Context: an optimization exercise on an open-source flow, tuned for small area and a short achievable clock period. The choices shown serve that exercise and are no tape-out recipe.
In this exercise RTL edits were held to simulation tests only and were not proved equivalent to the original.
Power and IR drop assume default switching activity.

==> run P <==
==> flow/design.v (excerpt) <==
module KEYBOARD_CONTROLLER (
	RST_N     ,
	DATA      ,
	CLK_50MHZ ,
	PS2CLK    ,
	ASCII_OUT ,
	COLOR     ,
	COMMAND
	);
==> flow/config.mk <==
export PLATFORM = sky130hd
export DESIGN_NAME = KEYBOARD_CONTROLLER
export DESIGN_NICKNAME = KEYBOARD_CONTROLLER
export VERILOG_FILES = /design/flow/design.v
export SDC_FILE = /design/flow/constraint.sdc
export NUM_CORES = 4
export LEC_CHECK = 0
export CAP_MARGIN = 20
export CORE_MARGIN = 2
export CORE_UTILIZATION = 40
export CTS_BUF_LIST = sky130_fd_sc_hd__clkbuf_8
export CTS_CLUSTER_DIAMETER = 65
export CTS_CLUSTER_SIZE = 19
export SLEW_MARGIN = 20
==> flow/constraint.sdc <==
create_clock -name core_clock -period 160.0 [get_ports {CLK_50MHZ}]
set_input_delay 32.0000 -clock core_clock [delete_from_list [all_inputs] [get_ports {CLK_50MHZ}]]
set_output_delay 32.0000 -clock core_clock [all_outputs]
set_load 0.01 [all_outputs]
run.sh (not shown) runs the stock make flow with config.mk's settings and CLKGATE_MAP_FILE= SYNTH_SCRIPT=/design/flow/synth_recipe.tcl, a recipe that flattens the netlist after the stock synthesis.
==> run D (differences from run P) <==
Settings changed: CTS_BUF_LIST sky130_fd_sc_hd__clkbuf_8 to sky130_fd_sc_hd__clkbuf_16, CTS_CLUSTER_DIAMETER 65 to 80, CTS_CLUSTER_SIZE 19 to 28.
==> run B (differences from run P) <==
--- a/flow/design.v
+++ b/flow/design.v
@@ -112,14 +112,14 @@
 	reg [7:0] sr;
 	reg       bdone;
 	reg       rel;
 	wire      fall = c2 & ~c1;
 	always @(posedge clk or negedge RST_N) begin
 		if (!RST_N) begin
-			c1    <= 1'b1;
-			c2    <= 1'b1;
+			c1    <= 1'b0;
+			c2    <= 1'b0;
 			bc    <= 4'd0;
 			bdone <= 1'b0;
 			rel   <= 1'b0;
 		end
 		else begin
 			c1    <= PS2CLK;
@@ -248,14 +248,23 @@
 		case (amode)
 			2'd1:    a34 = sbm;
 			2'd2:    a34 = 1'b0;
 			default: a34 = A[0];
 		endcase
 	end
+	always @(posedge clk or negedge RST_N) begin
+		if (!RST_N) begin
+			b  <= 6'd0;
+			ph <= 7'd0;
+		end
+		else begin
+			b  <= pe ? 6'd0 : b + 6'd1;
+			ph <= (ph == 7'd79) ? 7'd0 : ph + 7'd1;
+		end
+	end
 	always @(posedge clk) begin
-		b  <= pe ? 6'd0 : b + 6'd1;
 		c  <= co;
 		ad <= A[0];
 		ex <= X[0];
 		ey <= Y[0];
 		if (b0) begin
 			y0f <= Y[0];
@@ -429,35 +438,35 @@
 			S_PF7: begin psel = 3'd0; xmode = 3'd1; end
 			S_PF8: begin qsel = 3'd4; kidx = 4'd3; ymode = 2'd1; end
 			S_PF9: begin qsel = 3'd3; xmode = 3'd1; end
 			default: ;
 		endcase
 	end
-	reg [1:0] ocmd;
+	reg [1:0] ocmd_n;
 	reg [6:0] oasc;
-	reg [2:0] ocol;
+	reg [2:0] ocol_n;
 	reg       e_sym, e_nl, e_del;
 	reg [5:0] esym;
-	assign COMMAND   = ocmd;
+	assign COMMAND   = ~ocmd_n;
 	assign ASCII_OUT = {1'b0, oasc};
-	assign COLOR     = {{3{ocol[2]}}, {3{ocol[1]}}, {2{ocol[0]}}};
+	assign COLOR     = ~{{3{ocol_n[2]}}, {3{ocol_n[1]}}, {2{ocol_n[0]}}};
 	always @(posedge clk or negedge RST_N) begin
 		if (!RST_N) begin
-			ocmd <= 2'b11;
-			oasc <= 7'd0;
-			ocol <= 3'b111;
+			ocmd_n <= 2'b00;
+			oasc   <= 7'd0;
+			ocol_n <= 3'b000;
 		end
 		else if (e_sym) begin
-			ocmd <= 2'b00;
-			oasc <= sym2asc(esym);
-			ocol <= sym2col(esym);
+			ocmd_n <= 2'b11;
+			oasc   <= sym2asc(esym);
+			ocol_n <= ~sym2col(esym);
 		end
 		else begin
-			ocmd <= e_nl ? 2'b10 : e_del ? 2'b01 : 2'b11;
-			oasc <= 7'd0;
-			ocol <= 3'b111;
+			ocmd_n <= e_nl ? 2'b01 : e_del ? 2'b10 : 2'b00;
+			oasc   <= 7'd0;
+			ocol_n <= 3'b000;
 		end
 	end
 	wire ph_r  = (ph == r);
 	wire ph_c  = (ph == count);
 	wire psh_w = (st == S_PSH || st == S_PPT) && ph_c && !got && !b0;
 	always @(*) begin
@@ -518,13 +527,12 @@
 				count <= 7'd0;
 			end
 		end
 	end
 	always @(posedge clk) begin
 		begin
-			ph <= (ph == 7'd79) ? 7'd0 : ph + 7'd1;
 			if (psh_w) got <= 1'b1;
 			if (b == 6'd31) begin
 				xs   <= X[0];
 				ys   <= Y[0];
 				aneg <= A[0];
 				ybit <= Y[0];
==> flow/flow/run.sh (new file) <==
#!/bin/bash
set -euo pipefail
export BUFFER_PORTS_ARGS="-buffer_cell sky130_fd_sc_hd__buf_2"
bash standard.sh finish > flow_make.log 2>&1
==> flow/standard.sh (new file) <==
#!/bin/bash
# synth_recipe.tcl (not shown) runs the flow's synth.tcl, then flattens the netlist and writes it again
# the make line also repeats each setting of config.mk as NAME=value (left out here)
make -C /OpenROAD-flow-scripts/flow DESIGN_CONFIG=/design/flow/config.mk WORK_HOME=/design/flow/orfs CLKGATE_MAP_FILE= SYNTH_SCRIPT=/design/flow/synth_recipe.tcl "${@:-finish}"
Settings changed: CORE_UTILIZATION 40 to 60, CTS_CLUSTER_DIAMETER 65 to 60, CTS_CLUSTER_SIZE 19 to 16.
removed: flow/run.sh
==> summary.txt <==
Cell area, highest first: run D, run B, run P.
Register-to-register slack, highest first: run B, run D, run P.
In run D the worst setup slack is better than in run P, by 0.093 ns.
The lowest clock-buffer cell count belongs to run D, the highest to run B.
==> figures <==
metric                                                                 run P      run B      run D
Result of the run                           no timing/DRC/antenna violations  no timing/DRC/antenna violations  no timing/DRC/antenna violations
Post-synthesis instance area                                       26200 um2  26700 um2  26200 um2
Arrival time worst endpoint                                          1.81 ns    1.29 ns    1.71 ns
Clock group total power                                              95.2 uW     102 uW     115 uW
Setup Skew                                                         0.0423 ns  0.0401 ns  0.0316 ns
Cell area after placement                                          27100 um2  27200 um2  27100 um2
Number of antenna violations at the first check in global routing          2          2          1
Total of clock buffers placed in the layout                               53         60         40
Combinational group share of total power                                7.6%      15.5%       7.2%
Die Area                                                           67600 um2  46300 um2  67600 um2

## static timing again, ports no longer ideal
In the flow no input, the clock included, has a driving cell. The finished layouts below were timed again as built, in two steps.
Step 1 (the two cells are an assumption about what drives the block):
set clk [get_ports {CLK_50MHZ}]
set_driving_cell -lib_cell sky130_fd_sc_hd__clkbuf_16 $clk
set_driving_cell -lib_cell sky130_fd_sc_hd__buf_2 [delete_from_list [all_inputs] $clk]
Step 2 moves the port delays by t, midway between the first and last clock arrival at a register: inputs arrive t later, outputs are due t later. That takes back most of the time a late clock gives input paths.
Three values: ideal ports, drivers, drivers and shift; two values: the first two.
run	t, ns	setup slack, ns	clock arrival spread, ns	worst register clock-pin slew, ns
run P	0.748	126.193 / 126.129 / 126.877	0.045 / 0.044	0.11 / 0.11
run D	0.666	126.286 / 126.222 / 126.888	0.037 / 0.036	0.10 / 0.10
run B	0.754	126.713 / 126.660 / 127.413	0.048 / 0.049	0.10 / 0.10
After both steps setup and hold are still met in every run listed.
